Background: an optimization exercise with open tools, aiming at small area. Do not read the settings as production practice.
Where RTL was checked, it was by simulation tests only, not by an equivalence proof against the original.
No functional check of the RTL was part of runs 1 and 2.
Power figures rest on the tool's default switching activity, not on a simulated workload.

$ cat flow/run.sh
#!/bin/bash
# synth_recipe.tcl (not shown) runs the flow's synth.tcl, then flattens the netlist and writes it again
# the make line also repeats each setting of config.mk as NAME=value (left out here)
make -C /OpenROAD-flow-scripts/flow DESIGN_CONFIG=/design/flow/config.mk WORK_HOME=/design/flow/orfs CLKGATE_MAP_FILE= SYNTH_SCRIPT=/design/flow/synth_recipe.tcl finish
$ cat flow/constraint.sdc
create_clock -name core_clock -period 7.0 [get_ports {clk}]
set_input_delay 1.4000 -clock core_clock [delete_from_list [all_inputs] [get_ports {clk}]]
set_output_delay 1.4000 -clock core_clock [all_outputs]
set_load 0.01 [all_outputs]
$ cat flow/config.mk
export PLATFORM = sky130hd
export DESIGN_NAME = p_1d
export DESIGN_NICKNAME = p_1d
export VERILOG_FILES = /design/flow/design.v
export SDC_FILE = /design/flow/constraint.sdc
export NUM_CORES = 4
export LEC_CHECK = 0
export CAP_MARGIN = 20
export CORE_MARGIN = 2
export CORE_UTILIZATION = 40
export SLEW_MARGIN = 20
export SYNTH_HIERARCHICAL = 1
$ cat flow/design.v
module fa(input a, input b, input c, output s, output co);
	assign s = a ^ b ^ c;
	assign co = (a & b) | (a & c) | (b & c);
endmodule
module hac(input a, input b, output s, output co);
	assign s = ~(a ^ b);
	assign co = a | b;
endmodule
module add10(input [9:0] x, input [9:0] y, input ci, output [9:0] s);
	wire [10:0] g = {x & y, ci};
	wire [10:0] p = {x ^ y, 1'b0};
	wire [9:0] hp = x ^ y;
	wire G1 = g[1] | (p[1] & g[0]);
	wire P1 = p[1] & p[0];
	wire G2 = g[3] | (p[3] & g[2]);
	wire P2 = p[3] & p[2];
	wire G3 = g[5] | (p[5] & g[4]);
	wire P3 = p[5] & p[4];
	wire G4 = g[7] | (p[7] & g[6]);
	wire P4 = p[7] & p[6];
	wire G5 = g[9] | (p[9] & g[8]);
	wire P5 = p[9] & p[8];
	wire G6 = G2 | (P2 & G1);
	wire P6 = P2 & P1;
	wire G7 = G4 | (P4 & G3);
	wire P7 = P4 & P3;
	wire G8 = G7 | (P7 & G6);
	wire P8 = P7 & P6;
	wire G9 = G3 | (P3 & G6);
	wire P9 = P3 & P6;
	wire G10 = G5 | (P5 & G8);
	wire P10 = P5 & P8;
	wire G11 = g[2] | (p[2] & G1);
	wire P11 = p[2] & P1;
	wire G12 = g[4] | (p[4] & G6);
	wire P12 = p[4] & P6;
	wire G13 = g[6] | (p[6] & G9);
	wire P13 = p[6] & P9;
	wire G14 = g[8] | (p[8] & G8);
	wire P14 = p[8] & P8;
	wire G15 = g[10] | (p[10] & G10);
	wire P15 = p[10] & P10;
	assign s[0] = hp[0] ^ g[0];
	assign s[1] = hp[1] ^ G1;
	assign s[2] = hp[2] ^ G11;
	assign s[3] = hp[3] ^ G6;
	assign s[4] = hp[4] ^ G12;
	assign s[5] = hp[5] ^ G9;
	assign s[6] = hp[6] ^ G13;
	assign s[7] = hp[7] ^ G8;
	assign s[8] = hp[8] ^ G14;
	assign s[9] = hp[9] ^ G10;
endmodule
module dotc(input [7:0] x1, input [7:0] y1, input [7:0] x2, input [7:0] y2, output [16:0] t);
	hac un1 (.a(~(x1[0] & y1[0])), .b(~(x2[0] & y2[0])), .s(n1), .co(n2));
	fa un3 (.a(~(x1[0] & y1[1])), .b(~(x1[1] & y1[0])), .c(~(x2[0] & y2[1])), .s(n3), .co(n4));
	fa un5 (.a(~(x2[1] & y2[0])), .b(n2), .c(n3), .s(n5), .co(n6));
	fa un7 (.a(~(x1[0] & y1[2])), .b(~(x1[1] & y1[1])), .c(~(x1[2] & y1[0])), .s(n7), .co(n8));
	fa un9 (.a(~(x2[0] & y2[2])), .b(~(x2[1] & y2[1])), .c(~(x2[2] & y2[0])), .s(n9), .co(n10));
	fa un11 (.a(n4), .b(n7), .c(n9), .s(n11), .co(n12));
	hac un13 (.a(n6), .b(n11), .s(n13), .co(n14));
	fa un15 (.a(~(x1[0] & y1[3])), .b(~(x1[1] & y1[2])), .c(~(x1[2] & y1[1])), .s(n15), .co(n16));
	fa un17 (.a(~(x1[3] & y1[0])), .b(~(x2[0] & y2[3])), .c(~(x2[1] & y2[2])), .s(n17), .co(n18));
	fa un19 (.a(~(x2[2] & y2[1])), .b(~(x2[3] & y2[0])), .c(n10), .s(n19), .co(n20));
	fa un21 (.a(n8), .b(n15), .c(n17), .s(n21), .co(n22));
	fa un23 (.a(n19), .b(n12), .c(n21), .s(n23), .co(n24));
	hac un25 (.a(n14), .b(n23), .s(n25), .co(n26));
	fa un27 (.a(~(x1[0] & y1[4])), .b(~(x1[1] & y1[3])), .c(~(x1[2] & y1[2])), .s(n27), .co(n28));
	fa un29 (.a(~(x1[3] & y1[1])), .b(~(x1[4] & y1[0])), .c(~(x2[0] & y2[4])), .s(n29), .co(n30));
	fa un31 (.a(~(x2[1] & y2[3])), .b(~(x2[2] & y2[2])), .c(~(x2[3] & y2[1])), .s(n31), .co(n32));
	fa un33 (.a(~(x2[4] & y2[0])), .b(n16), .c(n18), .s(n33), .co(n34));
	fa un35 (.a(n27), .b(n29), .c(n31), .s(n35), .co(n36));
	fa un37 (.a(n20), .b(n22), .c(n33), .s(n37), .co(n38));
	fa un39 (.a(n35), .b(n24), .c(n37), .s(n39), .co(n40));
	hac un41 (.a(n26), .b(n39), .s(n41), .co(n42));
	fa un43 (.a(~(x1[0] & y1[5])), .b(~(x1[1] & y1[4])), .c(~(x1[2] & y1[3])), .s(n43), .co(n44));
	fa un45 (.a(~(x1[3] & y1[2])), .b(~(x1[4] & y1[1])), .c(~(x1[5] & y1[0])), .s(n45), .co(n46));
	fa un47 (.a(~(x2[0] & y2[5])), .b(~(x2[1] & y2[4])), .c(~(x2[2] & y2[3])), .s(n47), .co(n48));
	fa un49 (.a(~(x2[3] & y2[2])), .b(~(x2[4] & y2[1])), .c(~(x2[5] & y2[0])), .s(n49), .co(n50));
	fa un51 (.a(n28), .b(n30), .c(n32), .s(n51), .co(n52));
	fa un53 (.a(n43), .b(n45), .c(n47), .s(n53), .co(n54));
	fa un55 (.a(n49), .b(n34), .c(n36), .s(n55), .co(n56));
	fa un57 (.a(n51), .b(n53), .c(n38), .s(n57), .co(n58));
	fa un59 (.a(n55), .b(n40), .c(n57), .s(n59), .co(n60));
	hac un61 (.a(n42), .b(n59), .s(n61), .co(n62));
	fa un63 (.a(~(x1[0] & y1[6])), .b(~(x1[1] & y1[5])), .c(~(x1[2] & y1[4])), .s(n63), .co(n64));
	fa un65 (.a(~(x1[3] & y1[3])), .b(~(x1[4] & y1[2])), .c(~(x1[5] & y1[1])), .s(n65), .co(n66));
	fa un67 (.a(~(x1[6] & y1[0])), .b(~(x2[0] & y2[6])), .c(~(x2[1] & y2[5])), .s(n67), .co(n68));
	fa un69 (.a(~(x2[2] & y2[4])), .b(~(x2[3] & y2[3])), .c(~(x2[4] & y2[2])), .s(n69), .co(n70));
	fa un71 (.a(~(x2[5] & y2[1])), .b(~(x2[6] & y2[0])), .c(n44), .s(n71), .co(n72));
	fa un73 (.a(n46), .b(n48), .c(n50), .s(n73), .co(n74));
	fa un75 (.a(n63), .b(n65), .c(n67), .s(n75), .co(n76));
	fa un77 (.a(n69), .b(n52), .c(n71), .s(n77), .co(n78));
	fa un79 (.a(n54), .b(n73), .c(n75), .s(n79), .co(n80));
	fa un81 (.a(n56), .b(n77), .c(n79), .s(n81), .co(n82));
	fa un83 (.a(n58), .b(n81), .c(n60), .s(n83), .co(n84));
	hac un85 (.a(n62), .b(n83), .s(n85), .co(n86));
	fa un87 (.a(~(x1[0] & y1[7])), .b(~(x1[1] & y1[6])), .c(~(x1[2] & y1[5])), .s(n87), .co(n88));
	fa un89 (.a(~(x1[3] & y1[4])), .b(~(x1[4] & y1[3])), .c(~(x1[5] & y1[2])), .s(n89), .co(n90));
	fa un91 (.a(~(x1[6] & y1[1])), .b(~(x1[7] & y1[0])), .c(~(x2[0] & y2[7])), .s(n91), .co(n92));
	fa un93 (.a(~(x2[1] & y2[6])), .b(~(x2[2] & y2[5])), .c(~(x2[3] & y2[4])), .s(n93), .co(n94));
	fa un95 (.a(~(x2[4] & y2[3])), .b(~(x2[5] & y2[2])), .c(~(x2[6] & y2[1])), .s(n95), .co(n96));
	fa un97 (.a(~(x2[7] & y2[0])), .b(n64), .c(n66), .s(n97), .co(n98));
	fa un99 (.a(n68), .b(n70), .c(n87), .s(n99), .co(n100));
	fa un101 (.a(n89), .b(n91), .c(n93), .s(n101), .co(n102));
	fa un103 (.a(n95), .b(n72), .c(n74), .s(n103), .co(n104));
	fa un105 (.a(n76), .b(n97), .c(n99), .s(n105), .co(n106));
	fa un107 (.a(n101), .b(n78), .c(n103), .s(n107), .co(n108));
	fa un109 (.a(n80), .b(n105), .c(n107), .s(n109), .co(n110));
	fa un111 (.a(n82), .b(n109), .c(n84), .s(n111), .co(n112));
	fa un113 (.a(~(x1[1] & y1[7])), .b(~(x1[2] & y1[6])), .c(~(x1[3] & y1[5])), .s(n113), .co(n114));
	fa un115 (.a(~(x1[4] & y1[4])), .b(~(x1[5] & y1[3])), .c(~(x1[6] & y1[2])), .s(n115), .co(n116));
	fa un117 (.a(~(x1[7] & y1[1])), .b(~(x2[1] & y2[7])), .c(~(x2[2] & y2[6])), .s(n117), .co(n118));
	fa un119 (.a(~(x2[3] & y2[5])), .b(~(x2[4] & y2[4])), .c(~(x2[5] & y2[3])), .s(n119), .co(n120));
	fa un121 (.a(~(x2[6] & y2[2])), .b(~(x2[7] & y2[1])), .c(n88), .s(n121), .co(n122));
	fa un123 (.a(n90), .b(n92), .c(n94), .s(n123), .co(n124));
	fa un125 (.a(n96), .b(n113), .c(n115), .s(n125), .co(n126));
	fa un127 (.a(n117), .b(n119), .c(n98), .s(n127), .co(n128));
	fa un129 (.a(n100), .b(n121), .c(n102), .s(n129), .co(n130));
	fa un131 (.a(n123), .b(n125), .c(n104), .s(n131), .co(n132));
	fa un133 (.a(n127), .b(n106), .c(n129), .s(n133), .co(n134));
	fa un135 (.a(n131), .b(n108), .c(n133), .s(n135), .co(n136));
	fa un137 (.a(n110), .b(n135), .c(n112), .s(n137), .co(n138));
	fa un139 (.a(~(x1[2] & y1[7])), .b(~(x1[3] & y1[6])), .c(~(x1[4] & y1[5])), .s(n139), .co(n140));
	fa un141 (.a(~(x1[5] & y1[4])), .b(~(x1[6] & y1[3])), .c(~(x1[7] & y1[2])), .s(n141), .co(n142));
	fa un143 (.a(~(x2[2] & y2[7])), .b(~(x2[3] & y2[6])), .c(~(x2[4] & y2[5])), .s(n143), .co(n144));
	fa un145 (.a(~(x2[5] & y2[4])), .b(~(x2[6] & y2[3])), .c(~(x2[7] & y2[2])), .s(n145), .co(n146));
	fa un147 (.a(n114), .b(n116), .c(n118), .s(n147), .co(n148));
	fa un149 (.a(n120), .b(n139), .c(n141), .s(n149), .co(n150));
	fa un151 (.a(n143), .b(n145), .c(n122), .s(n151), .co(n152));
	fa un153 (.a(n124), .b(n126), .c(n147), .s(n153), .co(n154));
	fa un155 (.a(n149), .b(n128), .c(n151), .s(n155), .co(n156));
	fa un157 (.a(n130), .b(n153), .c(n132), .s(n157), .co(n158));
	fa un159 (.a(n155), .b(n134), .c(n157), .s(n159), .co(n160));
	fa un161 (.a(n136), .b(n159), .c(n138), .s(n161), .co(n162));
	fa un163 (.a(~(x1[3] & y1[7])), .b(~(x1[4] & y1[6])), .c(~(x1[5] & y1[5])), .s(n163), .co(n164));
	fa un165 (.a(~(x1[6] & y1[4])), .b(~(x1[7] & y1[3])), .c(~(x2[3] & y2[7])), .s(n165), .co(n166));
	fa un167 (.a(~(x2[4] & y2[6])), .b(~(x2[5] & y2[5])), .c(~(x2[6] & y2[4])), .s(n167), .co(n168));
	fa un169 (.a(~(x2[7] & y2[3])), .b(n140), .c(n142), .s(n169), .co(n170));
	fa un171 (.a(n144), .b(n146), .c(n163), .s(n171), .co(n172));
	fa un173 (.a(n165), .b(n167), .c(n148), .s(n173), .co(n174));
	fa un175 (.a(n150), .b(n169), .c(n171), .s(n175), .co(n176));
	fa un177 (.a(n152), .b(n173), .c(n154), .s(n177), .co(n178));
	fa un179 (.a(n175), .b(n156), .c(n177), .s(n179), .co(n180));
	fa un181 (.a(n158), .b(n179), .c(n160), .s(n181), .co(n182));
	fa un183 (.a(~(x1[4] & y1[7])), .b(~(x1[5] & y1[6])), .c(~(x1[6] & y1[5])), .s(n183), .co(n184));
	fa un185 (.a(~(x1[7] & y1[4])), .b(~(x2[4] & y2[7])), .c(~(x2[5] & y2[6])), .s(n185), .co(n186));
	fa un187 (.a(~(x2[6] & y2[5])), .b(~(x2[7] & y2[4])), .c(n164), .s(n187), .co(n188));
	fa un189 (.a(n166), .b(n168), .c(n183), .s(n189), .co(n190));
	fa un191 (.a(n185), .b(n170), .c(n172), .s(n191), .co(n192));
	fa un193 (.a(n187), .b(n189), .c(n174), .s(n193), .co(n194));
	fa un195 (.a(n176), .b(n191), .c(n193), .s(n195), .co(n196));
	fa un197 (.a(n178), .b(n195), .c(n180), .s(n197), .co(n198));
	fa un199 (.a(~(x1[5] & y1[7])), .b(~(x1[6] & y1[6])), .c(~(x1[7] & y1[5])), .s(n199), .co(n200));
	fa un201 (.a(~(x2[5] & y2[7])), .b(~(x2[6] & y2[6])), .c(~(x2[7] & y2[5])), .s(n201), .co(n202));
	fa un203 (.a(n184), .b(n186), .c(n199), .s(n203), .co(n204));
	fa un205 (.a(n201), .b(n188), .c(n190), .s(n205), .co(n206));
	fa un207 (.a(n203), .b(n192), .c(n205), .s(n207), .co(n208));
	fa un209 (.a(n194), .b(n207), .c(n196), .s(n209), .co(n210));
	fa un211 (.a(~(x1[6] & y1[7])), .b(~(x1[7] & y1[6])), .c(~(x2[6] & y2[7])), .s(n211), .co(n212));
	fa un213 (.a(~(x2[7] & y2[6])), .b(n200), .c(n202), .s(n213), .co(n214));
	fa un215 (.a(n211), .b(n204), .c(n213), .s(n215), .co(n216));
	fa un217 (.a(n206), .b(n215), .c(n208), .s(n217), .co(n218));
	fa un219 (.a(~(x1[7] & y1[7])), .b(~(x2[7] & y2[7])), .c(n212), .s(n219), .co(n220));
	fa un221 (.a(n214), .b(n219), .c(n216), .s(n221), .co(n222));
	assign t[0] = n1;
	assign t[1] = n5;
	assign t[2] = n13;
	assign t[3] = n25;
	assign t[4] = n41;
	assign t[5] = n61;
	assign t[6] = n85;
	add10 ua (.x({1'b1, n220, n221, n217, n209, n197, n181, n161, n137, n111}), .y({1'b1, n222, n218, n210, n198, n182, n162, 1'b1, 1'b1, 1'b1}), .ci(n86), .s(t[16:7]));
endmodule
module p_1d(
	input clk, input rst,
	input [0:7] a_11, input [0:7] b_11,
	input [0:7] a_12, input [0:7] b_12,
	input [0:7] a_21, input [0:7] b_21,
	input [0:7] a_22, input [0:7] b_22,
	output [0:16] c_11,
	output [0:16] c_12,
	output [0:16] c_21,
	output [0:16] c_22
	);
	wire [16:0] t_11, t_12, t_21, t_22;
	reg [0:16] r_11, r_12, r_21, r_22;
	assign c_11 = r_11;
	assign c_12 = r_12;
	assign c_21 = r_21;
	assign c_22 = r_22;
	dotc d_11 (a_11, b_11, a_12, b_21, t_11);
	dotc d_12 (a_11, b_12, a_12, b_22, t_12);
	dotc d_21 (a_21, b_11, a_22, b_21, t_21);
	dotc d_22 (a_21, b_12, a_22, b_22, t_22);
	always @(posedge clk) begin
		if (rst) begin
			r_11 <= 17'b0;
			r_12 <= 17'b0;
			r_21 <= 17'b0;
			r_22 <= 17'b0;
		end
		else begin
			r_11 <= ~t_11;
			r_12 <= ~t_12;
			r_21 <= ~t_21;
			r_22 <= ~t_22;
		end
	end
endmodule
==> flow_summary.toml, run 1 <==
[cells_and_area]
fin_nets = 2306
drive_above_1_share = 0.200
areaGrowthSynthToFinish_pct = 20.3
antenna_cells = 0
n_fill_cell = 3725

[placement]
io_buffers = 133
dpl.hpwl_microns = 35900
finalWeightedCongestion = 0.920

[timing]
hold_viol_final = 0
setup_viol = 0
finalCriticalPeriod_ns = 6.84
tns_ns = 0
rsz0062_at_grt = "no"
fmax_ghz = 0.146
slew_headroom = 0.580
post-route-period-util = 0.977
slew_viol_final = 0
tightest_slew_ns = 0.630

[clock_network]
cts.sinks = 68
clock_path_buffers = 2
htreeDepth = 3
cts_tree = "yes"
numCtsBuffers = 9
ctsHoldBuffers = 0
cts.clk_slew.worst_paths_ns = 0.06
clock-root-buffer = "clkbuf_16"

[global_routing]
overflow = 0
grt_pass1_wl_microns = 66900
grt_pass1_vias = 12339
grt_util_all_layers = 0.213
grt_max_degree = 38
antenna_found_initial = 1

[floorplanning]
start_util = 0.404
core-area_sq_um = 39600
die_y_microns = 204
die_area_sq_um = 41600
chipWidth_microns = 204
placementRows = 73
io_pins = 134

[logic_synthesis]
synth_cells = 1532
synthDominantCellAreaShare = 0.545
synth_top_flop_cell = "dfxtp_1"
synth.largest_area_cell = "fa_1"
ys_async_sr_fraction = 0
synth-edff-count = 0
synth-seq-area-share = 0.0851
yosysUniqueCellTypes = 28
synth_area_leaders = "fa_1 55%, nand2_1 12%, buf_6 9.2%"
netlist_area_sq_um = 16000
synth_seq_cells = 68
avgSynthCellArea_sq_um = 10.4
yosysWarnings = 229

[power]
pwr_density_cell_nw_per_um2 = 572
total_power_mw = 11.0
power_leakage_nw = 7.82
vdd_ir_drop_max_mv = 0.571

[hold_path]
worstHoldStart = "rst"
hold_class = "in -> reg"

[flow_run]
drv_cap = 0

[route]
viasPerCell = 4.93
met1_length_microns = 17000
routed_wl_microns = 42100
first_pass_iters = 5
topRoutingLayerUsed = "met5"
route.detailed.wl_per_inst_microns = 18.5
num_vias = 11241
wl_met2_microns = 20700
wl_met3_microns = 3280
ant_nets = 0
drt_iter0_drc = 848
drc = 0

[worst_setup_path]
arrival_ns = 7.09
end_kind = "flip-flop"
crit_fanout = 5
cp_data_required_time_ns = 7.25
crit_path_start_kind = "primary input"
crit_start = "a_21[6]"
worst-setup-path-type = "in -> reg"

[run_status]
status = "no timing/DRC/antenna violations"
==> what timing repair did <==
action,4_1_cts,5_1_grt
endpoints found under the setup margin,20,20
cloned,0,3
setup buffers,5,7
resized for setup,62,83
pin swaps,20,57
==> modules after synthesis (local to each module, per instance) <==
module / cell area [sq um] / cells inside / flip-flops and latches
p_1d: 1790 / 144 / 68
dotc: 897 / 168 / 0
add10: 389 / 44 / 0
hac: 27.5 / 5 / 0
fa: 20.0 / 1 / 0
==> registers in the layout (all words and copies together) (netlist names) <==
signal,cells
r_11,17
r_12,17
r_21,17
r_22,17
==> layer usage <==
layer / vias to the layer above / track usage
met3: 62 / 0.0445
li1: 4885 / -
met1: 5804 / 0.285
met4: 2 / 0.0631
met5: - / 0
met2: 488 / 0.349
==> metrics by stage <==
step	cells	area (sq um)	hold WS (ns)	setup slack, ns	util
after floorplan	1552	16100	1.69	0.0826	-
after global placement	2247	18300	1.81	-0.724	0.463
after detailed placement	2247	18300	1.81	-0.809	0.463
after CTS	2268	18900	1.41	0.00182	0.476
after global routing	2278	19300	1.45	0.00212	0.486
final	2278	19300	1.42	0.163	0.486
==> synthesized netlist by cell type (8+ instances only) <==
| master | instances |
|---|---|
| o21ai_0 | 16 |
| a211oi_1 | 8 |
| nor2_2 | 10 |
| ha_1 | 56 |
| xnor2_1 | 8 |
| xor2_1 | 12 |
| nor2_1 | 68 |
| dfxtp_1 | 68 |
| fa_1 | 436 |
| inv_1 | 112 |
| nor2_4 | 10 |
| buf_4 | 28 |
| nand2_1 | 516 |
| buf_6 | 131 |
==> final timing paths <==
check,end,slack [ns],cells past startpoint
min,r_21[8],1.42,2
max,r_21[4],0.16,19
==> kinds of logic (layout without fill, tap and decap cells) <==
family,count (synthesis),count (layout),share of synthesized area
XOR/XNOR,20,20,0.0109
other,4,24,0.000938
AO/OA/AOI/OAI,48,48,0.0231
AND/OR/NAND/NOR,624,624,0.157
buffers and inverters,276,477,0.134
adder cells (fa/ha/maj),492,492,0.589
flip-flops,68,68,0.0851
==> where the power goes <==
group	internal [mW]	switching [mW]	total, mW
combinational	5.09	4.74	9.83
clock	0.350	0.197	0.547
sequential	0.604	0.0456	0.649
==> layout make-up <==
type | count | area [sq um] | area share
Multi-Input combinational cell | 1208 | 12800 | 0.667
Clock inverter | 7 | 124 | 0.00643
Inverter | 112 | 420 | 0.0218
Tap cell | 525 | 657 | 0.0341
Clock buffer | 9 | 225 | 0.0117
Sequential cell | 68 | 1360 | 0.0707
Timing Repair Buffer | 349 | 3630 | 0.189
==> placed cells by master (no fill, tap or decap), types with 8 or more instances in the layout <==
cell type | netlist | layout
dfxtp_1 | 68 | 68
nor2_1 | 68 | 66
a211oi_1 | 8 | 8
fa_1 | 436 | 370
nor2_4 | 10 | 10
dlymetal6s2s_1 | 0 | 29
xnor2_1 | 8 | 8
buf_4 | 28 | 161
ha_1 | 56 | 52
xor2_1 | 12 | 10
buf_6 | 131 | 10
nand2_1 | 516 | 513
buf_12 | 1 | 41
o21ai_0 | 16 | 8
inv_1 | 112 | 112
fa_2 | 0 | 66
clkdlybuf4s50_1 | 0 | 98
conb_1 | 4 | 24
clkbuf_16 | 0 | 12
nor2_2 | 10 | 12
==> worst max-delay path, cell delays in order <==
cell,delay [ns]
dlygate4sd2_1,0.39
buf_4,0.19
buf_4,0.14
nand2_1,0.07
fa_1,0.51
fa_2,0.59
fa_1,0.44
fa_2,0.38
fa_2,0.37
fa_2,0.38
fa_2,0.37
fa_1,0.57
ha_4,0.23
o21ai_4,0.15
nor2_2,0.05
o21ai_1,0.15
nand2b_1,0.10
fa_2,0.53
nor2_1,0.05
==> run 2, diff against run 1 <==
--- a/flow/config.mk
+++ b/flow/config.mk
@@ -7,6 +7,7 @@
 export LEC_CHECK = 0
 export CAP_MARGIN = 20
 export CORE_MARGIN = 2
-export CORE_UTILIZATION = 40
+export CORE_UTILIZATION = 65
+export PLACE_DENSITY = 0.75
 export SLEW_MARGIN = 20
 export SYNTH_HIERARCHICAL = 1
==> run 2 against run 1 <==
  * Non-clock buffer count up 5
  * Clock power down 4.4%
  * Power up 4.0%
  * Synthesized area unchanged
  * Setup slack worse by 0.050 ns
  * Routed wire length up 0.82%
  * Sequential power down 0.6%
  * Count of clock-buffer cells in the layout unchanged
  * Core utilization up 29 points
  * Sequential share of layout area up 0.13 points
  * Global-route usage up 13 points
  * Sequential cell count unchanged
  * Highest routed layer is now met4
==> flow_summary.toml, run 2 <==
[floorplanning]
io_pins = 134
die_area_sq_um = 25900
die_y_microns = 161
placementRows = 57
core-area_sq_um = 24200
chipWidth_microns = 161
start_util = 0.660

[logic_synthesis]
synthDominantCellAreaShare = 0.545
avgSynthCellArea_sq_um = 10.4
synth-seq-area-share = 0.0851
synth_cells = 1532
synthTopCellsByCount = "516 x nand2_1, 436 x fa_1, 131 x buf_6"
yosysWarnings = 229
synth.most_common_cell = "nand2_1"
ys_async_sr_fraction = 0
synth_top_flop_cell = "dfxtp_1"
netlist_area_sq_um = 16000
synth_area_leaders = "fa_1 55%, nand2_1 12%, buf_6 9.2%"
yosysUniqueCellTypes = 28
synth.largest_area_cell = "fa_1"
synth_seq_cells = 68
synth-edff-count = 0

[cells_and_area]
multi_input_area_sq_um = 12900
mostFrequentLayoutCells = "511 x nand2_1, 350 x fa_1, 163 x buf_4, 112 x inv_1, 89 x clkdlybuf4s50_1"
areaGrowthSynthToFinish_pct = 18.2
n_fill_cell = 1552
layout.cells.non_filler = 2082
fin_nets = 2311
drive_above_1_share = 0.219
ff_latch_area_sq_um = 1360
utilization = 0.780
final_common_cell = "nand2_1"

[clock_network]
ctsHoldBuffers = 0
clock-root-buffer = "clkbuf_16"
htreeDepth = 3
clock_path_buffers = 2
numCtsBuffers = 9
cts_tree = "yes"
cts.clk_slew.worst_paths_ns = 0.06
cts.sinks = 68

[route]
ant_nets = 0
drt_iter0_drc = 1138
num_vias = 11820
drc = 0
first_pass_iters = 6
route.detailed.wl_per_inst_microns = 20.4
viasPerCell = 5.68
routed_wl_microns = 42400

[worst_setup_path]
crit_start = "b_11[7]"
end_kind = "flip-flop"
cp_data_required_time_ns = 7.29
crit_path_start_kind = "primary input"
crit_end = "r_21[0]"
crit_fanout = 5
worst-setup-path-type = "in -> reg"
arrival_ns = 7.17

[global_routing]
grt_pass1_wl_microns = 68000
overflow = 0
grt_max_degree = 69
antenna_found_initial = 1
grt_pass1_vias = 13287
grt_util_all_layers = 0.348

[timing]
fmax_ghz = 0.145
hold_viol_final = 0
setup_viol = 0
slew_headroom = 0.340
slew_viol_final = 0
tns_ns = 0
finalCriticalPeriod_ns = 6.89
hold_ws_ns = 1.64
post-route-period-util = 0.984
tightest_slew_ns = 0.990

[placement]
finalWeightedCongestion = 0.970
place_inst = 2041
io_buffers = 133
dpl.hpwl_microns = 34100

[run_status]
status = "no timing/DRC/antenna violations"

[power]
vdd_ir_drop_max_mv = 1.31
pwr_density_cell_nw_per_um2 = 606
total_power_mw = 11.5
power_leakage_nw = 7.71

[hold_path]
hold_class = "in -> reg"

[flow_run]
drv_cap = 0
-- run 2: logic make-up (layout without fill, tap and decap cells) --
family / after synthesis / after routing / synth area share
AOI/OAI and AO/OA: 48 / 48 / 0.0231
xor gates and xnor gates: 20 / 20 / 0.0109
buffers and inverters: 276 / 481 / 0.134
and+or+nand+nor: 624 / 624 / 0.157
other: 4 / 25 / 0.000938
DFF: 68 / 68 / 0.0851
adders and majority gates: 492 / 492 / 0.589
-- run 2: through the flow --
step / worst slack [ns] / cell area, sq um
finish: 0.113 / 18900
detailed placement: -0.849 / 17900
global route: -0.0301 / 18900
global placement: -0.735 / 17900
CTS: 0.00925 / 18600
floorplan: 0.0826 / 16100
-- run 2: worst max-delay path, cell delays in order --
cell and delay, ns:
dlygate4sd2_1 0.26, buf_12 0.13, buf_4 0.16, buf_4 0.15, nand2_1 0.08, fa_1 0.44, fa_1 0.60, fa_1 0.44
fa_1 0.49, fa_2 0.38, fa_2 0.34, fa_2 0.35, fa_1 0.51, ha_4 0.21, a211oi_4 0.20, o211ai_1 0.20
buf_4 0.18, buf_4 0.12, a2111oi_2 0.31, a211oi_1 0.10, nor2_1 0.11
-- run 2: cell type report --
cell class,count,area share
clock buffers,9,0.0119
diodes,1,0.000132
multi-input cells,1208,0.683
well taps,324,0.0214
repair buffers,354,0.185
inverters,112,0.0222
clock inverters,6,0.00470
flip-flops and latches,68,0.0720
-- run 2: routing by layer --
layer / GRT usage / routed length [microns] / vias to the layer above / share of wire
li1: - / - / 4896 / -
met1: 0.424 / 14500 / 5955 / 0.34
met2: 0.573 / 21100 / 745 / 0.50
met3: 0.0808 / 4010 / 224 / 0.094
met4: 0.200 / 2770 / 0 / 0.065
met5: 0 / 0 / - / 0
-- run 2: worst min-delay path by stage --
stage,endpoint,cells past startpoint,slack [ns],from
global placement,r_11[14],2,2.01,rst
global route,r_11[6],2,1.68,rst
CTS,r_11[10],2,1.65,rst
detailed placement,r_11[10],2,2.03,rst
finish,r_12[12],2,1.64,rst
floorplan,r_11[2],3,1.69,rst
-- run 2: where the power goes --
group	internal, mW	switching, mW	total (mW)
clock	0.311	0.212	0.523
combinational	5.24	5.05	10.3
sequential	0.604	0.0411	0.645
total	6.16	5.31	11.5
-- run 2: timing repair --
item                                    4_1_cts  5_1_grt
gates cloned                                  1        0
pin swaps                                    53       78
resized for setup                           111       99
buffers inserted                             13       11
endpoints found under the setup margin       21       20
-- run 2: Yosys stat by module, one instance, submodules excluded --
module	cell area, sq um	copies in the design
dotc	897	4
p_1d	1790	1
fa	20.0	420
add10	389	4
hac	27.5	24
==> run 3, diff against run 2 <==
--- a/flow/design.v
+++ b/flow/design.v
@@ -5,51 +5,6 @@
 module hac(input a, input b, output s, output co);
 	assign s = ~(a ^ b);
 	assign co = a | b;
-endmodule
-module add10(input [9:0] x, input [9:0] y, input ci, output [9:0] s);
-	wire [10:0] g = {x & y, ci};
-	wire [10:0] p = {x ^ y, 1'b0};
-	wire [9:0] hp = x ^ y;
-	wire G1 = g[1] | (p[1] & g[0]);
-	wire P1 = p[1] & p[0];
-	wire G2 = g[3] | (p[3] & g[2]);
-	wire P2 = p[3] & p[2];
-	wire G3 = g[5] | (p[5] & g[4]);
-	wire P3 = p[5] & p[4];
-	wire G4 = g[7] | (p[7] & g[6]);
-	wire P4 = p[7] & p[6];
-	wire G5 = g[9] | (p[9] & g[8]);
-	wire P5 = p[9] & p[8];
-	wire G6 = G2 | (P2 & G1);
-	wire P6 = P2 & P1;
-	wire G7 = G4 | (P4 & G3);
-	wire P7 = P4 & P3;
-	wire G8 = G7 | (P7 & G6);
-	wire P8 = P7 & P6;
-	wire G9 = G3 | (P3 & G6);
-	wire P9 = P3 & P6;
-	wire G10 = G5 | (P5 & G8);
-	wire P10 = P5 & P8;
-	wire G11 = g[2] | (p[2] & G1);
-	wire P11 = p[2] & P1;
-	wire G12 = g[4] | (p[4] & G6);
-	wire P12 = p[4] & P6;
-	wire G13 = g[6] | (p[6] & G9);
-	wire P13 = p[6] & P9;
-	wire G14 = g[8] | (p[8] & G8);
-	wire P14 = p[8] & P8;
-	wire G15 = g[10] | (p[10] & G10);
-	wire P15 = p[10] & P10;
-	assign s[0] = hp[0] ^ g[0];
-	assign s[1] = hp[1] ^ G1;
-	assign s[2] = hp[2] ^ G11;
-	assign s[3] = hp[3] ^ G6;
-	assign s[4] = hp[4] ^ G12;
-	assign s[5] = hp[5] ^ G9;
-	assign s[6] = hp[6] ^ G13;
-	assign s[7] = hp[7] ^ G8;
-	assign s[8] = hp[8] ^ G14;
-	assign s[9] = hp[9] ^ G10;
 endmodule
 module dotc(input [7:0] x1, input [7:0] y1, input [7:0] x2, input [7:0] y2, output [16:0] t);
 	hac un1 (.a(~(x1[0] & y1[0])), .b(~(x2[0] & y2[0])), .s(n1), .co(n2));
@@ -170,7 +125,54 @@
 	assign t[4] = n41;
 	assign t[5] = n61;
 	assign t[6] = n85;
-	add10 ua (.x({1'b1, n220, n221, n217, n209, n197, n181, n161, n137, n111}), .y({1'b1, n222, n218, n210, n198, n182, n162, 1'b1, 1'b1, 1'b1}), .ci(n86), .s(t[16:7]));
+	wire [9:0] x = {1'b1, n220, n221, n217, n209, n197, n181, n161, n137, n111};
+	wire [9:0] y = {1'b1, n222, n218, n210, n198, n182, n162, 1'b1, 1'b1, 1'b1};
+	wire ci = n86;
+	wire [9:0] s;
+	assign t[16:7] = s;
+	wire [10:0] g = {x & y, ci};
+	wire [10:0] p = {x ^ y, 1'b0};
+	wire [9:0] hp = x ^ y;
+	wire G1 = g[1] | (p[1] & g[0]);
+	wire P1 = p[1] & p[0];
+	wire G2 = g[3] | (p[3] & g[2]);
+	wire P2 = p[3] & p[2];
+	wire G3 = g[5] | (p[5] & g[4]);
+	wire P3 = p[5] & p[4];
+	wire G4 = g[7] | (p[7] & g[6]);
+	wire P4 = p[7] & p[6];
+	wire G5 = g[9] | (p[9] & g[8]);
+	wire P5 = p[9] & p[8];
+	wire G6 = G2 | (P2 & G1);
+	wire P6 = P2 & P1;
+	wire G7 = G4 | (P4 & G3);
+	wire P7 = P4 & P3;
+	wire G8 = G7 | (P7 & G6);
+	wire P8 = P7 & P6;
+	wire G9 = G3 | (P3 & G6);
+	wire P9 = P3 & P6;
+	wire G10 = G5 | (P5 & G8);
+	wire P10 = P5 & P8;
+	wire G11 = g[2] | (p[2] & G1);
+	wire P11 = p[2] & P1;
+	wire G12 = g[4] | (p[4] & G6);
+	wire P12 = p[4] & P6;
+	wire G13 = g[6] | (p[6] & G9);
+	wire P13 = p[6] & P9;
+	wire G14 = g[8] | (p[8] & G8);
+	wire P14 = p[8] & P8;
+	wire G15 = g[10] | (p[10] & G10);
+	wire P15 = p[10] & P10;
+	assign s[0] = hp[0] ^ g[0];
+	assign s[1] = hp[1] ^ G1;
+	assign s[2] = hp[2] ^ G11;
+	assign s[3] = hp[3] ^ G6;
+	assign s[4] = hp[4] ^ G12;
+	assign s[5] = hp[5] ^ G9;
+	assign s[6] = hp[6] ^ G13;
+	assign s[7] = hp[7] ^ G8;
+	assign s[8] = hp[8] ^ G14;
+	assign s[9] = hp[9] ^ G10;
 endmodule
 module p_1d(
 	input clk, input rst,
--- a/flow/config.mk
+++ b/flow/config.mk
@@ -7,7 +7,7 @@
 export LEC_CHECK = 0
 export CAP_MARGIN = 20
 export CORE_MARGIN = 2
-export CORE_UTILIZATION = 65
-export PLACE_DENSITY = 0.75
+export CORE_UTILIZATION = 40
+export GPL_TIMING_DRIVEN = 0
 export SLEW_MARGIN = 20
 export SYNTH_HIERARCHICAL = 1
==> run 3 against run 2 <==
  * Non-clock buffer count shrank 118
  * Count of clock-buffer cells in the layout grew 4
  * Routed wire length shrank 11%
  * Global-route usage shrank 13 points
  * Cell count shrank 1.2%
  * Maximum frequency grew 0.71%
  * Die area grew 49%
  * Critical path type unchanged
  * Largest power group unchanged
==> flow_summary.toml, run 3 <==
[placement]
dpl-instance-area_sq_um = 16100
dpl.hpwl_microns = 32800
io_buffers = 68
finalWeightedCongestion = 0.945

[timing]
post-route-period-util = 0.977
slew_viol_final = 0
slew_headroom = 0.617
hold_viol_final = 0
finalCriticalPeriod_ns = 6.84
rsz0062_at_grt = "yes"
tightest_slew_ns = 0.575
fmax_ghz = 0.146
setup_viol = 0

[floorplanning]
core-area_sq_um = 36500
die_area_sq_um = 38500
start_util = 0.405
die_y_microns = 196
io_pins = 134
chipWidth_microns = 196
placementRows = 70

[route]
viasPerCell = 4.96
first_pass_iters = 7
route.detailed.wl_per_inst_microns = 18.4
ant_nets = 0
drc = 0
routed_wl_microns = 37800
num_vias = 10207
drt_iter0_drc = 725

[cells_and_area]
drive_above_1_share = 0.0793
areaGrowthSynthToFinish_pct = 10.8
fin_nets = 2137
multi_input_area_sq_um = 12100
n_fill_cell = 3558
mostFrequentLayoutCells = "524 x nand2_1, 432 x fa_1, 140 x inv_1, 90 x clkbuf_1"
antenna_cells = 0
ff_latch_area_sq_um = 1360
final_common_cell = "nand2_1"
utilization = 0.449
final_area_sq_um = 16400

[logic_synthesis]
synthDominantCellAreaShare = 0.584
synth_top_flop_cell = "dfxtp_1"
yosysWarnings = 229
synth-edff-count = 0
synth_cells = 1504
synth.largest_area_cell = "fa_1"
synth_area_leaders = "fa_1 58%, nand2_1 13%, dfxtp_1 9.2%"
synth.most_common_cell = "nand2_1"
netlist_area_sq_um = 14800
synth_seq_cells = 68
yosysUniqueCellTypes = 21
ys_async_sr_fraction = 0
avgSynthCellArea_sq_um = 9.84
synthTopCellsByCount = "524 x nand2_1, 432 x fa_1, 140 x inv_1"
synth-seq-area-share = 0.0920

[global_routing]
antenna_found_initial = 0
grt_pass1_wl_microns = 62200
grt_util_all_layers = 0.214
overflow = 0
grt_max_degree = 12
grt_pass1_vias = 11633

[clock_network]
cts_tree = "yes"
cts.clk_slew.worst_paths_ns = 0.07
htreeDepth = 3
numCtsBuffers = 9
ctsHoldBuffers = 0
post-cts-setup-buffers = 0
clock-root-buffer = "clkbuf_16"
clock_path_buffers = 2
ctsResizeCount = 0
cts.sinks = 68

[worst_setup_path]
arrival_ns = 7.10
crit_fanout = 8
worst-setup-path-type = "in -> reg"
end_kind = "flip-flop"
crit_start = "a_22[6]"
cp_data_required_time_ns = 7.27
crit_path_start_kind = "primary input"

[hold_path]
worstHoldStart = "rst"
hold_class = "in -> reg"

[run_status]
status = "no timing/DRC/antenna violations"

[flow_run]
drv_cap = 0

[power]
vdd_ir_drop_max_mv = 0.736
power_leakage_nw = 6.42
total_power_mw = 7.71
pwr_density_cell_nw_per_um2 = 470
-- run 3: cell count changes in the layout (fill, tap and decap cells not counted), sizes merged, moves of 19 or more --
cell	change
buf	-181
clkbuf	+123
inv	+27
conb	-24
clkdlybuf4s50	-21
nor2	-20
dlymetal6s2s	-19
-- run 3: kinds of logic after synthesis --
family	after synthesis	share of synthesized area
xor gates and xnor gates	16	0.00947
AOI/OAI and AO/OA	28	0.0172
DFF	68	0.0920
and+or+nand+nor	596	0.160
adders and majority gates	488	0.632
buffers and inverters	308	0.0892
-- run 3: modules after synthesis (local to each module, per instance) --
module  times used  flip-flops and latches
p_1d             1                      68
fa             420                       0
hac             24                       0
dotc             4                       0
-- run 3: through the flow --
step / setup TNS [ns] / hold WS [ns] / setup WS [ns] / instances
detailed placement: -3.00 / 1.83 / -0.355 / 2040
finish: 0 / 1.44 / 0.161 / 2056
global route: -0.0126 / 1.44 / -0.0126 / 2056
global placement: -2.17 / 1.82 / -0.299 / 2040
floorplan: 0 / 1.69 / 0.170 / 1504
CTS: 0 / 1.43 / 0.0480 / 2056
-- run 3: worst max-delay path, cell delays in order --
cell      delay (ns)
clkbuf_1        0.32
nand2_1         0.15
fa_1            0.44
fa_1            0.48
fa_1            0.45
fa_1            0.44
fa_1            0.43
fa_1            0.41
fa_1            0.41
fa_1            0.39
fa_1            0.49
nor3b_2         0.27
o21a_4          0.22
o21ai_1         0.08
fa_1            0.38
xor2_1          0.26
nor2_1          0.08
-- run 3: area by class of cell --
type | count | area share
Clock inverter | 3 | 0.00122
Buffer | 168 | 0.0514
Sequential cell | 68 | 0.0830
Clock buffer | 13 | 0.0165
Multi-Input combinational cell | 1128 | 0.739
Inverter | 140 | 0.0320
Timing Repair Buffer | 68 | 0.0415
Tap cell | 468 | 0.0357
-- run 3: path summary, 6_finish.rpt --
check             cells past startpoint  slack (ns)      end
hold / removal                        3        1.44  r_21[9]
setup / recovery                     17        0.16  r_21[1]
-- run 3: routing by layer --
| metal | GRT usage | vias to the layer above | wire length [microns] |
|---|---|---|---|
| met4 | 0.0570 | 0 | 863 |
| met5 | 0 | - | 0 |
| li1 | - | 4469 | - |
| met3 | 0.0654 | 55 | 3630 |
| met2 | 0.350 | 362 | 18500 |
| met1 | 0.276 | 5321 | 14700 |
-- run 3: report_power, final --
| part | total (mW) | switching (mW) | leakage [nW] | internal [mW] |
|---|---|---|---|---|
| Clock | 0.472 | 0.204 | 0.138 | 0.268 |
| Combinational | 6.62 | 3.46 | 5.72 | 3.15 |
| Sequential | 0.618 | 0.0376 | 0.566 | 0.580 |
==> run 4, diff against run 3 <==
==> flow/config.mk (replaced) <==
export PLATFORM = sky130hd
export DESIGN_NAME = p_1d
export DESIGN_NICKNAME = p_1d
export VERILOG_FILES = /design/flow/design.v
export SDC_FILE = /design/flow/constraint.sdc
export NUM_CORES = 4
export LEC_CHECK = 0
export CAP_MARGIN = 0
export CORE_MARGIN = 2
export CORE_UTILIZATION = 60
export GPL_TIMING_DRIVEN = 0
export SLEW_MARGIN = 0
export SYNTH_HIERARCHICAL = 1
==> run 4 against run 3 <==
  * Critical endpoint unchanged
  * Maximum frequency is essentially flat
  * Core utilization rose by 22 points
  * Global-route usage up 9.2 points
  * Largest cell class unchanged
  * Sequential cell count unchanged
  * Combinational power shrank 0.9%
  * Via count grew 1.9%
  * Critical path depth is the same
  * Worst hold slack better by 0.017 ns
  * Synthesized area stayed put
==> flow_summary.toml, run 4 <==
[logic_synthesis]
synthDominantCellAreaShare = 0.584
synth_cells = 1504
synth.most_common_cell = "nand2_1"
synth_top_family_by_area = "adder cells"
synth_area_leaders = "fa_1 58%, nand2_1 13%, dfxtp_1 9.2%"
synth_seq_cells = 68
synth.largest_area_cell = "fa_1"
yosysWarnings = 229
synth-adder-area-share = 0.632
synthTopCellsByCount = "524 x nand2_1, 432 x fa_1, 140 x inv_1"
synth-seq-area-share = 0.0920
synth_top_flop_cell = "dfxtp_1"
yosysUniqueCellTypes = 21
synth-compound-area-share = 0.0172
synthSimpleGateAreaFrac = 0.160
netlist_area_sq_um = 14800
synthMuxAreaShare = 0
avgSynthCellArea_sq_um = 9.84
synth-edff-count = 0
yosys.area_share.xor_xnor = 0.00947
ys_async_sr_fraction = 0

[power]
power.switching_mw = 3.63
swShare = 0.476
pwr-share-seq = 0.080
p_int_mw = 3.99
p_clk_frac = 0.059
pwr_density_cell_nw_per_um2 = 470
vdd_ir_drop_max_mv = 0.891
power_leakage_nw = 6.40
combPwrFrac = 0.861

[timing]
slew_headroom = 0.604
finalCriticalPeriod_ns = 6.84
setup_slack_ns = 0.160
tightest_slew_ns = 0.594
fmax_ghz = 0.146
slew_viol_final = 0
setup_viol = 0
hold_viol_final = 0
post-route-period-util = 0.977

[flow_run]
drv_cap = 0

[floorplanning]
core-area_sq_um = 24200
die_y_microns = 161
chipWidth_microns = 161
io_pins = 134
start_util = 0.610
placementRows = 57
die_area_sq_um = 25900

[hold_path]
min_to = "r_22[10]"
hold_depth = 3
worstHoldStart = "rst"
hold_class = "in -> reg"

[route]
drt_iter0_drc = 772
drc = 0
route.detailed.wl_per_inst_microns = 19.0
viasPerCell = 5.44
num_vias = 10396
first_pass_iters = 5
routed_wl_microns = 36400
ant_nets = 0

[placement]
place_inst = 1896
finalWeightedCongestion = 0.919
dpl.hpwl_microns = 30300
io_buffers = 68
pre_cts_ws_ns = -0.343

[clock_network]
htreeDepth = 3
cts.clk_slew.worst_paths_ns = 0.06
numCtsBuffers = 9
cts_tree = "yes"
ctsHoldBuffers = 0
clock-root-buffer = "clkbuf_16"
clock_path_buffers = 2
cts.sinks = 68

[global_routing]
grt_max_degree = 11
overflow = 0
grt_pass1_vias = 11517
grt_pass1_wl_microns = 60400
grt_util_all_layers = 0.305
antenna_found_initial = 0

[worst_setup_path]
crit_fanout = 8
end_kind = "flip-flop"
crit_path_start_kind = "primary input"
arrival_ns = 7.07
cp_data_required_time_ns = 7.23
worst-setup-path-type = "in -> reg"

[cells_and_area]
final_common_cell = "nand2_1"
layout.cells.non_filler = 1911
mostFrequentLayoutCells = "524 x nand2_1, 432 x fa_1, 140 x inv_1, 97 x clkbuf_1"
fin_nets = 2137
antenna_cells = 0
drive_above_1_share = 0.0750
areaGrowthSynthToFinish_pct = 9.53

[run_status]
status = "no timing/DRC/antenna violations"
[run 4: Yosys stat by module (local to each module, per instance)]
module  cells  cell area [sq um]  copies in the design
dotc      205                985                     4
fa          1               20.0                   420
hac         5               27.5                    24
p_1d      144               1790                     1
[run 4: logic make-up after synthesis]
kind of cell,Yosys count
AOI/OAI and AO/OA,28
adders and majority gates,488
and+or+nand+nor,596
xor gates and xnor gates,16
buffers and inverters,308
DFF,68
[run 4: worst max-delay path by stage]
| stage | start | endpoint | slack (ns) | cells past startpoint |
|---|---|---|---|---|
| 6_report | b_21[4] | r_21[1] | 0.16 | 17 |
| 5_1_grt | a_11[4] | r_12[1] | -0.02 | 18 |
| 4_1_cts | b_12[4] | r_12[1] | 0.01 | 17 |
| 3_5_place_dp | b_22[5] | r_12[1] | -0.34 | 18 |
| 3_3_place_gp | b_22[5] | r_12[1] | -0.32 | 17 |
| 2_1_floorplan | b_12[4] | r_12[1] | 0.17 | 17 |
[run 4: timing repair]
action                     in CTS  in global routing
gates resized for setup         0                 73
setup endpoints to repair       0                  8
setup buffers                   0                  0
[run 4: layer usage]
layer	vias to the layer above	GRT usage	part of all wire
li1	4465	-	-
met1	5361	0.404	0.39
met2	483	0.500	0.50
met3	87	0.0734	0.082
met4	0	0.108	0.034
met5	-	0	0
[run 4: cell type report]
type                       count  area [sq um]
multi-input combinational   1128         12100
fill                        2017          8040
sequential                    68          1360
buffer                       168           841
timing repair buffer          68           681
inverter                     140           526
tap                          324           405
clock buffer                  13           260
clock inverter                 2          10.0
[run 4: power by group through the flow]
stage | sequential, mW | combinational [mW] | clock [mW]
final | 0.613 | 6.56 | 0.449
after global routing | 0.622 | 7.59 | 0.476
after CTS | 0.614 | 6.69 | 0.464
after detailed placement | 0.623 | 6.63 | 0
after global placement | 0.621 | 6.47 | 0
after floorplan | 0.694 | 5.21 | 0
[run 4: critical path, stage by stage]
cell      delay (ns)
clkbuf_1        0.39
nand2_1         0.15
fa_1            0.55
fa_1            0.43
fa_1            0.41
fa_1            0.43
fa_1            0.43
fa_1            0.39
fa_1            0.40
fa_1            0.39
fa_1            0.50
nor3b_2         0.31
o21a_4          0.22
o21ai_1         0.08
fa_1            0.38
xor2_1          0.16
nor2_1          0.06
[run 4: per-stage QoR]
stage,cell area (sq um),power (mW),hold WS [ns],utilization,TNS [ns]
3_3_place_gp,15900,7.10,1.82,0.655,-1.96
6_report,16200,7.62,1.46,0.668,0
2_1_floorplan,14800,5.90,1.69,-,0
3_5_place_dp,15900,7.25,1.82,0.655,-2.65
5_1_grt,16200,8.69,1.46,0.668,-0.0157
4_1_cts,16200,7.77,1.46,0.666,0
==> run 5, diff against run 4 <==
--- a/flow/design.v
+++ b/flow/design.v
@@ -6,20 +6,22 @@
 	assign s = ~(a ^ b);
 	assign co = a | b;
 endmodule
-module dotc(input [7:0] x1, input [7:0] y1, input [7:0] x2, input [7:0] y2, output [16:0] t);
-	hac un1 (.a(~(x1[0] & y1[0])), .b(~(x2[0] & y2[0])), .s(n1), .co(n2));
+module dotc(input rst, input [7:0] x1, input [7:0] y1, input [7:0] x2, input [7:0] y2, output [16:0] o);
+	wire [16:0] t;
+	assign o = ~(t | {17{rst}});
+	fa un1 (.a(~(x1[0] & y1[0])), .b(~(x2[0] & y2[0])), .c(1'b1), .s(n1), .co(n2));
 	fa un3 (.a(~(x1[0] & y1[1])), .b(~(x1[1] & y1[0])), .c(~(x2[0] & y2[1])), .s(n3), .co(n4));
 	fa un5 (.a(~(x2[1] & y2[0])), .b(n2), .c(n3), .s(n5), .co(n6));
 	fa un7 (.a(~(x1[0] & y1[2])), .b(~(x1[1] & y1[1])), .c(~(x1[2] & y1[0])), .s(n7), .co(n8));
 	fa un9 (.a(~(x2[0] & y2[2])), .b(~(x2[1] & y2[1])), .c(~(x2[2] & y2[0])), .s(n9), .co(n10));
 	fa un11 (.a(n4), .b(n7), .c(n9), .s(n11), .co(n12));
-	hac un13 (.a(n6), .b(n11), .s(n13), .co(n14));
+	fa un13 (.a(n6), .b(n11), .c(1'b1), .s(n13), .co(n14));
 	fa un15 (.a(~(x1[0] & y1[3])), .b(~(x1[1] & y1[2])), .c(~(x1[2] & y1[1])), .s(n15), .co(n16));
 	fa un17 (.a(~(x1[3] & y1[0])), .b(~(x2[0] & y2[3])), .c(~(x2[1] & y2[2])), .s(n17), .co(n18));
 	fa un19 (.a(~(x2[2] & y2[1])), .b(~(x2[3] & y2[0])), .c(n10), .s(n19), .co(n20));
 	fa un21 (.a(n8), .b(n15), .c(n17), .s(n21), .co(n22));
 	fa un23 (.a(n19), .b(n12), .c(n21), .s(n23), .co(n24));
-	hac un25 (.a(n14), .b(n23), .s(n25), .co(n26));
+	fa un25 (.a(n14), .b(n23), .c(1'b1), .s(n25), .co(n26));
 	fa un27 (.a(~(x1[0] & y1[4])), .b(~(x1[1] & y1[3])), .c(~(x1[2] & y1[2])), .s(n27), .co(n28));
 	fa un29 (.a(~(x1[3] & y1[1])), .b(~(x1[4] & y1[0])), .c(~(x2[0] & y2[4])), .s(n29), .co(n30));
 	fa un31 (.a(~(x2[1] & y2[3])), .b(~(x2[2] & y2[2])), .c(~(x2[3] & y2[1])), .s(n31), .co(n32));
@@ -27,7 +29,7 @@
 	fa un35 (.a(n27), .b(n29), .c(n31), .s(n35), .co(n36));
 	fa un37 (.a(n20), .b(n22), .c(n33), .s(n37), .co(n38));
 	fa un39 (.a(n35), .b(n24), .c(n37), .s(n39), .co(n40));
-	hac un41 (.a(n26), .b(n39), .s(n41), .co(n42));
+	fa un41 (.a(n26), .b(n39), .c(1'b1), .s(n41), .co(n42));
 	fa un43 (.a(~(x1[0] & y1[5])), .b(~(x1[1] & y1[4])), .c(~(x1[2] & y1[3])), .s(n43), .co(n44));
 	fa un45 (.a(~(x1[3] & y1[2])), .b(~(x1[4] & y1[1])), .c(~(x1[5] & y1[0])), .s(n45), .co(n46));
 	fa un47 (.a(~(x2[0] & y2[5])), .b(~(x2[1] & y2[4])), .c(~(x2[2] & y2[3])), .s(n47), .co(n48));
@@ -37,7 +39,7 @@
 	fa un55 (.a(n49), .b(n34), .c(n36), .s(n55), .co(n56));
 	fa un57 (.a(n51), .b(n53), .c(n38), .s(n57), .co(n58));
 	fa un59 (.a(n55), .b(n40), .c(n57), .s(n59), .co(n60));
-	hac un61 (.a(n42), .b(n59), .s(n61), .co(n62));
+	fa un61 (.a(n42), .b(n59), .c(1'b1), .s(n61), .co(n62));
 	fa un63 (.a(~(x1[0] & y1[6])), .b(~(x1[1] & y1[5])), .c(~(x1[2] & y1[4])), .s(n63), .co(n64));
 	fa un65 (.a(~(x1[3] & y1[3])), .b(~(x1[4] & y1[2])), .c(~(x1[5] & y1[1])), .s(n65), .co(n66));
 	fa un67 (.a(~(x1[6] & y1[0])), .b(~(x2[0] & y2[6])), .c(~(x2[1] & y2[5])), .s(n67), .co(n68));
@@ -49,7 +51,7 @@
 	fa un79 (.a(n54), .b(n73), .c(n75), .s(n79), .co(n80));
 	fa un81 (.a(n56), .b(n77), .c(n79), .s(n81), .co(n82));
 	fa un83 (.a(n58), .b(n81), .c(n60), .s(n83), .co(n84));
-	hac un85 (.a(n62), .b(n83), .s(n85), .co(n86));
+	fa un85 (.a(n62), .b(n83), .c(1'b1), .s(n85), .co(n86));
 	fa un87 (.a(~(x1[0] & y1[7])), .b(~(x1[1] & y1[6])), .c(~(x1[2] & y1[5])), .s(n87), .co(n88));
 	fa un89 (.a(~(x1[3] & y1[4])), .b(~(x1[4] & y1[3])), .c(~(x1[5] & y1[2])), .s(n89), .co(n90));
 	fa un91 (.a(~(x1[6] & y1[1])), .b(~(x1[7] & y1[0])), .c(~(x2[0] & y2[7])), .s(n91), .co(n92));
@@ -191,22 +193,14 @@
 	assign c_12 = r_12;
 	assign c_21 = r_21;
 	assign c_22 = r_22;
-	dotc d_11 (a_11, b_11, a_12, b_21, t_11);
-	dotc d_12 (a_11, b_12, a_12, b_22, t_12);
-	dotc d_21 (a_21, b_11, a_22, b_21, t_21);
-	dotc d_22 (a_21, b_12, a_22, b_22, t_22);
+	dotc d_11 (rst, a_11, b_11, a_12, b_21, t_11);
+	dotc d_12 (rst, a_11, b_12, a_12, b_22, t_12);
+	dotc d_21 (rst, a_21, b_11, a_22, b_21, t_21);
+	dotc d_22 (rst, a_21, b_12, a_22, b_22, t_22);
 	always @(posedge clk) begin
-		if (rst) begin
-			r_11 <= 17'b0;
-			r_12 <= 17'b0;
-			r_21 <= 17'b0;
-			r_22 <= 17'b0;
-		end
-		else begin
-			r_11 <= ~t_11;
-			r_12 <= ~t_12;
-			r_21 <= ~t_21;
-			r_22 <= ~t_22;
-		end
+		r_11 <= t_11;
+		r_12 <= t_12;
+		r_21 <= t_21;
+		r_22 <= t_22;
 	end
 endmodule
--- a/flow/config.mk
+++ b/flow/config.mk
@@ -8,6 +8,9 @@
 export CAP_MARGIN = 0
 export CORE_MARGIN = 2
 export CORE_UTILIZATION = 60
+export CTS_BUF_LIST = sky130_fd_sc_hd__clkbuf_4 sky130_fd_sc_hd__clkbuf_8
+export CTS_CLUSTER_DIAMETER = 100
+export CTS_CLUSTER_SIZE = 30
 export GPL_TIMING_DRIVEN = 0
 export SLEW_MARGIN = 0
 export SYNTH_HIERARCHICAL = 1
==> run 5 against run 4 <==
  * Setup slack better by 0.028 ns
  * Die area down 4.0%
  * Worst hold slack better by 0.076 ns
  * Synthesized area down 4.1%
  * Power down 1.8%
  * Combinational power down 2%
  * Critical path type unchanged
  * Largest cell class unchanged
==> flow_summary.toml, run 5 <==
[worst_setup_path]
crit_start = "b_12[7]"
crit_path_start_kind = "primary input"
cp_data_required_time_ns = 7.26
worst-setup-path-type = "in -> reg"
end_kind = "flip-flop"
crit_fanout = 8
arrival_ns = 7.08

[placement]
dpl.hpwl_microns = 29100
dpl-instance-area_sq_um = 15400
io_buffers = 69
finalWeightedCongestion = 0.906

[route]
route.detailed.wl_per_inst_microns = 19.8
routed_wl_microns = 35400
drt_iter0_drc = 619
drc = 0
first_pass_iters = 5
ant_nets = 0
viasPerCell = 5.64
num_vias = 10077

[global_routing]
grt_pass1_vias = 11546
grt_max_degree = 33
overflow = 0
grt_pass1_wl_microns = 58500
grtUsageMet2 = 0.541
grt_use_met3 = 0.0605
antenna_found_initial = 0
busiest_layer = "met2"
grt_util_all_layers = 0.317
grt_use_met1 = 0.396

[timing]
finalCriticalPeriod_ns = 6.81
slew_headroom = 0.467
setup_viol = 0
hold_viol_final = 0
tns_ns = 0
post-route-period-util = 0.973
fmax_ghz = 0.147
tightest_slew_ns = 0.799
rsz0062_at_grt = "yes"
slew_viol_final = 0

[logic_synthesis]
synthTopCellsByCount = "524 x nand2_1, 456 x fa_1, 128 x clkbuf_1"
yosysWarnings = 229
synthDominantCellAreaShare = 0.643
netlist_area_sq_um = 14200
synth-edff-count = 0
yosysUniqueCellTypes = 21
synth.most_common_cell = "nand2_1"
synth.largest_area_cell = "fa_1"
avgSynthCellArea_sq_um = 10.4
synth-seq-area-share = 0.0959
synth_top_flop_cell = "dfxtp_1"
synth_area_leaders = "fa_1 64%, nand2_1 14%, dfxtp_1 9.6%"
synth_cells = 1364
synth_seq_cells = 68
ys_async_sr_fraction = 0

[hold_path]
hold_depth = 4
min_to = "r_12[16]"
hold_class = "in -> reg"
worstHoldStart = "a_11[7]"

[clock_network]
htreeDepth = 3
cts.sinks = 68
cts.clk_slew.worst_paths_ns = 0.09
clock_path_buffers = 2
numCtsBuffers = 9
clock-root-buffer = "clkbuf_8"
cts_tree = "yes"

[cells_and_area]
utilization = 0.670
mostFrequentLayoutCells = "524 x nand2_1, 456 x fa_1, 99 x clkbuf_1, 68 x clkdlybuf4s50_1, 68 x dfxtp_1"
final_area_sq_um = 15600
drive_above_1_share = 0.0395
antenna_cells = 0
final_common_cell = "nand2_1"
fin_nets = 2018
areaGrowthSynthToFinish_pct = 10.1

[floorplanning]
die_area_sq_um = 24900
start_util = 0.608
chipWidth_microns = 158
die_y_microns = 158
core-area_sq_um = 23300
placementRows = 56
io_pins = 134

[flow_run]
drv_cap = 0

[run_status]
status = "no timing/DRC/antenna violations"

[power]
pwr_density_cell_nw_per_um2 = 479
vdd_ir_drop_max_mv = 0.648
total_power_mw = 7.49
power_leakage_nw = 5.61
==> run 5: changes by cell type in the layout (fill, tap and decap cells not counted), sizes merged, moves of 16 or more <==
cell   previous run  this run
conb              0        24
ha               56        32
nor2             68        48
fa              432       456
nor2b             0        16
inv             140        28
buf              42         5
==> run 5: worst max path at each step <==
| stage | end | slack (ns) |
|---|---|---|
| global route | r_22[1] | -0.03 |
| global placement | r_22[1] | -0.23 |
| detailed placement | r_22[1] | -0.28 |
| CTS | r_22[1] | 0.11 |
| floorplan | r_11[1] | 0.25 |
| finish | r_22[1] | 0.19 |
==> run 5: what timing repair did <==
action	in CTS	in global routing
hold buffers	0	0
gates resized for setup	0	58
setup endpoints to repair	0	7
buffers inserted	0	0
==> run 5: per-layer routing <==
layer / part of all wire / vias up / wire (microns)
li1: - / 4200 / -
met1: 0.36 / 5299 / 12800
met2: 0.51 / 466 / 18100
met3: 0.080 / 112 / 2820
met4: 0.048 / 0 / 1680
met5: 0 / - / 0
==> run 5: Yosys stat by module, one instance, submodules excluded <==
module  cells inside  cell area, sq um  flops+latches
dotc             213               986              0
fa                 1              20.0              0
p_1d              68              1360             68
==> run 5: final cells by class <==
class,count,area (sq um)
repair buffers,69,686
fillers,1935,7700
multi-input cells,1156,12300
flip-flops and latches,68,1360
clock inverters,6,113
well taps,319,399
inverters,28,105
clock buffers,10,131
plain buffers,132,537
==> run 5: logic make-up (layout without fill, tap and decap cells) <==
kind of cell,Yosys count,count (layout),share of synthesized area
AND/OR/NAND/NOR,596,596,0.165
adder cells (fa/ha/maj),488,488,0.671
buffers and inverters,160,245,0.0427
flip-flops,68,68,0.0959
AO/OA/AOI/OAI,32,32,0.0138
XOR/XNOR,16,16,0.00987
other,4,24,0.00106
==> run 5: power breakdown <==
part | total, mW | internal (mW) | switching [mW] | leakage [nW]
logic | 6.43 | 3.18 | 3.25 | 4.92
registers | 0.630 | 0.599 | 0.0309 | 0.566
clock network | 0.424 | 0.242 | 0.183 | 0.124
total | 7.49 | 4.02 | 3.47 | 5.61
==> run 5: metrics by stage <==
| stage | worst slack [ns] | cells | hold slack (ns) |
|---|---|---|---|
| 2_1_floorplan | 0.254 | 1384 | 1.47 |
| 5_1_grt | -0.0287 | 1788 | 1.56 |
| 3_5_place_dp | -0.281 | 1772 | 1.98 |
| 6_report | 0.188 | 1788 | 1.54 |
| 3_3_place_gp | -0.227 | 1772 | 1.96 |
| 4_1_cts | 0.115 | 1788 | 1.55 |
==> run 5: worst max-delay path: stages <==
cell,delay [ns]
clkbuf_1,0.34
nand2_1,0.15
fa_1,0.58
fa_1,0.43
fa_1,0.42
fa_1,0.44
fa_1,0.43
fa_1,0.40
fa_1,0.41
fa_1,0.39
fa_1,0.40
ha_1,0.21
a21oi_1,0.19
o21a_2,0.18
o21ai_1,0.08
fa_1,0.39
xor2_1,0.19
nor2_1,0.05
==> run 6, diff against run 5 <==
==> flow/flow/run.sh (new file) <==
#!/bin/bash
# Own layout flow: the standard flow (standard.sh, unchanged synthesis)
# with smaller port buffers, a leaner clock tree (no dummy loads) and area
# recovery on paths with slack. The make output goes to flow_standard.log;
# ORFS keeps each step's own log under orfs/logs/.
set -euo pipefail
bash standard.sh \
  "BUFFER_PORTS_ARGS=-buffer_cell sky130_fd_sc_hd__buf_1" \
  "CTS_ARGS=-sink_clustering_enable -repair_clock_nets -sink_clustering_size 30 -sink_clustering_max_diameter 100 -buf_list {sky130_fd_sc_hd__clkbuf_4 sky130_fd_sc_hd__clkbuf_8} -dont_use_dummy_load" \
  RECOVER_POWER=100 REMOVE_ABC_BUFFERS=1 \
  finish > flow_standard.log 2>&1
==> flow/standard.sh (new file) <==
#!/bin/bash
# synth_recipe.tcl (not shown) runs the flow's synth.tcl, then flattens the netlist and writes it again
# the make line also repeats each setting of config.mk as NAME=value (left out here)
make -C /OpenROAD-flow-scripts/flow DESIGN_CONFIG=/design/flow/config.mk WORK_HOME=/design/flow/orfs CLKGATE_MAP_FILE= SYNTH_SCRIPT=/design/flow/synth_recipe.tcl "${@:-finish}"
removed: flow/run.sh
==> run 6 against run 5 <==
  * Synthesized area unchanged
  * Clock power decreased by 32%
  * Routed wire length decreased by 4.0%
  * Combinational power increased by 3%
  * Critical endpoint unchanged
  * Largest cell class unchanged
==> flow_summary.toml, run 6 <==
[floorplanning]
core-area_sq_um = 23300
chipWidth_microns = 158
placementRows = 56
start_util = 0.608
die_area_sq_um = 24900
io_pins = 134
die_y_microns = 158

[placement]
dpl.hpwl_microns = 24700
place_inst = 1705
io_buffers = 133
pre_cts_ws_ns = -0.843

[logic_synthesis]
synth_top_flop_cell = "dfxtp_1"
yosysWarnings = 229
synthDominantCellAreaShare = 0.643
synth_seq_cells = 68
synthTopCellsByCount = "524 x nand2_1, 456 x fa_1, 128 x clkbuf_1"
netlist_area_sq_um = 14200
synth-edff-count = 0
synth_cells = 1364
avgSynthCellArea_sq_um = 10.4
synth-seq-area-share = 0.0959
yosysUniqueCellTypes = 21
synth_area_leaders = "fa_1 64%, nand2_1 14%, dfxtp_1 9.6%"

[global_routing]
grt_pass1_wl_microns = 57000
overflow = 0
grt_pass1_vias = 10461
grt_max_degree = 42
antenna_found_initial = 0
grt_util_all_layers = 0.308

[timing]
slew_viol_final = 0
slew_headroom = 0.345
rsz0062_at_grt = "no"
setup_viol = 0
hold_viol_final = 0
setup_slack_ns = 0.199
finalCriticalPeriod_ns = 6.80

[cells_and_area]
fin_nets = 1953
antenna_cells = 0
layout.cells.non_filler = 1716
areaGrowthSynthToFinish_pct = 6.06
n_fill_cell = 1968
drive_above_1_share = 0.0537
final_common_cell = "nand2_1"
mostFrequentLayoutCells = "524 x nand2_1, 456 x fa_1, 78 x buf_1, 68 x dfxtp_1, 48 x nor2_1"

[route]
viasPerCell = 5.64
ant_nets = 0
first_pass_iters = 5
routed_wl_microns = 34000
route.detailed.wl_per_inst_microns = 19.8
num_vias = 9674

[worst_setup_path]
max_stage_delay_ns = 0.57
cp_slowest_cell = "fa_1"
crit_family = "adder cells"
end_kind = "flip-flop"
worstPathCellList = "clkdlybuf4s18_2 > nand2_1 > fa_1 > fa_1 > fa_1 > fa_1 > fa_1 > fa_1 > fa_1 > fa_1 > nor3b_4 > o21a_2 > o21ai_1 > fa_1 > xor2_1 > nor2_1"
crit_fanout = 16
arrival_ns = 7.03
worst-setup-path-type = "in -> reg"
crit_path_start_kind = "primary input"

[clock_network]
ctsHoldBuffers = 0
htreeDepth = 3
clock_path_buffers = 2
numCtsBuffers = 9
cts_tree = "yes"
cts.clk_slew.worst_paths_ns = 0.09

[hold_path]
min_to = "r_21[12]"
worstHoldStart = "rst"
hold_class = "in -> reg"

[power]
power_leakage_nw = 5.41
pwr_density_cell_nw_per_um2 = 500

[run_status]
status = "no timing/DRC/antenna violations"
## run 6: cell counts after synthesis
Identical to the previous run, type by type.
## run 6: worst max path at each step
| stage | start | to | slack (ns) | cells past startpoint |
|---|---|---|---|---|
| after floorplan | b_11[4] | r_11[1] | 0.52 | 16 |
| after global placement | b_22[4] | r_22[1] | -0.84 | 17 |
| after detailed placement | b_22[4] | r_22[1] | -0.84 | 17 |
| after CTS | a_21[6] | r_22[1] | 0.0009 | 17 |
| after global routing | b_11[1] | r_11[1] | 0.003 | 17 |
| final | b_12[2] | r_22[1] | 0.20 | 16 |
## run 6: repair_timing
item,4_1_cts,5_1_grt
pin swaps,0,1
endpoints found under the setup margin,20,16
setup buffers,0,2
resized for setup,116,87
## run 6: power breakdown
group | leakage (nW) | total (mW) | switching, mW | internal (mW)
Sequential | 0.566 | 0.629 | 0.0301 | 0.599
Combinational | 4.78 | 6.62 | 3.51 | 3.11
Clock | 0.0647 | 0.287 | 0.171 | 0.115
Total | 5.41 | 7.53 | 3.71 | 3.82
## run 6: layout make-up
class                      count  area (sq um)  area share
sequential                    68          1360      0.0904
inverter                      28           105     0.00698
clock buffer                   9           124     0.00823
multi-input combinational   1156         12300       0.817
timing repair buffer         136           762      0.0506
tap                          319           399      0.0265
## run 6: metal layers
layer	part of all wire	global-route usage	wire [microns]	vias to the layer above
met5	0	0	0	-
met4	0.015	0.0615	520	0
met3	0.12	0.0898	3910	31
met2	0.44	0.451	15100	540
met1	0.43	0.466	14500	5041
li1	-	-	-	4062
## run 6: per-module statistics from Yosys (local to each module, per instance)
module / cells inside / flops+latches / cell area, sq um / copies in the design
dotc: 213 / 0 / 986 / 4
fa: 1 / 0 / 20.0 / 444
p_1d: 68 / 68 / 1360 / 1
## run 6: kinds of logic after synthesis
family | synth area share
buffers and inverters | 0.0427
flip-flops | 0.0959
AO/OA/AOI/OAI | 0.0138
XOR/XNOR | 0.00987
AND/OR/NAND/NOR | 0.165
adder cells (fa/ha/maj) | 0.671
other | 0.00106
## run 6: through the flow
stage               power (mW)  utilization  TNS [ns]  hold slack (ns)  area (sq um)
finish                    7.53        0.645         0             1.52         15100
CTS                       7.64        0.647         0             1.51         15100
global placement          7.17        0.629    -15.24             1.79         14700
detailed placement        7.27        0.630    -14.15             1.78         14700
global route              8.66        0.645         0             1.53         15100
floorplan                 5.76            -         0             1.47         13800
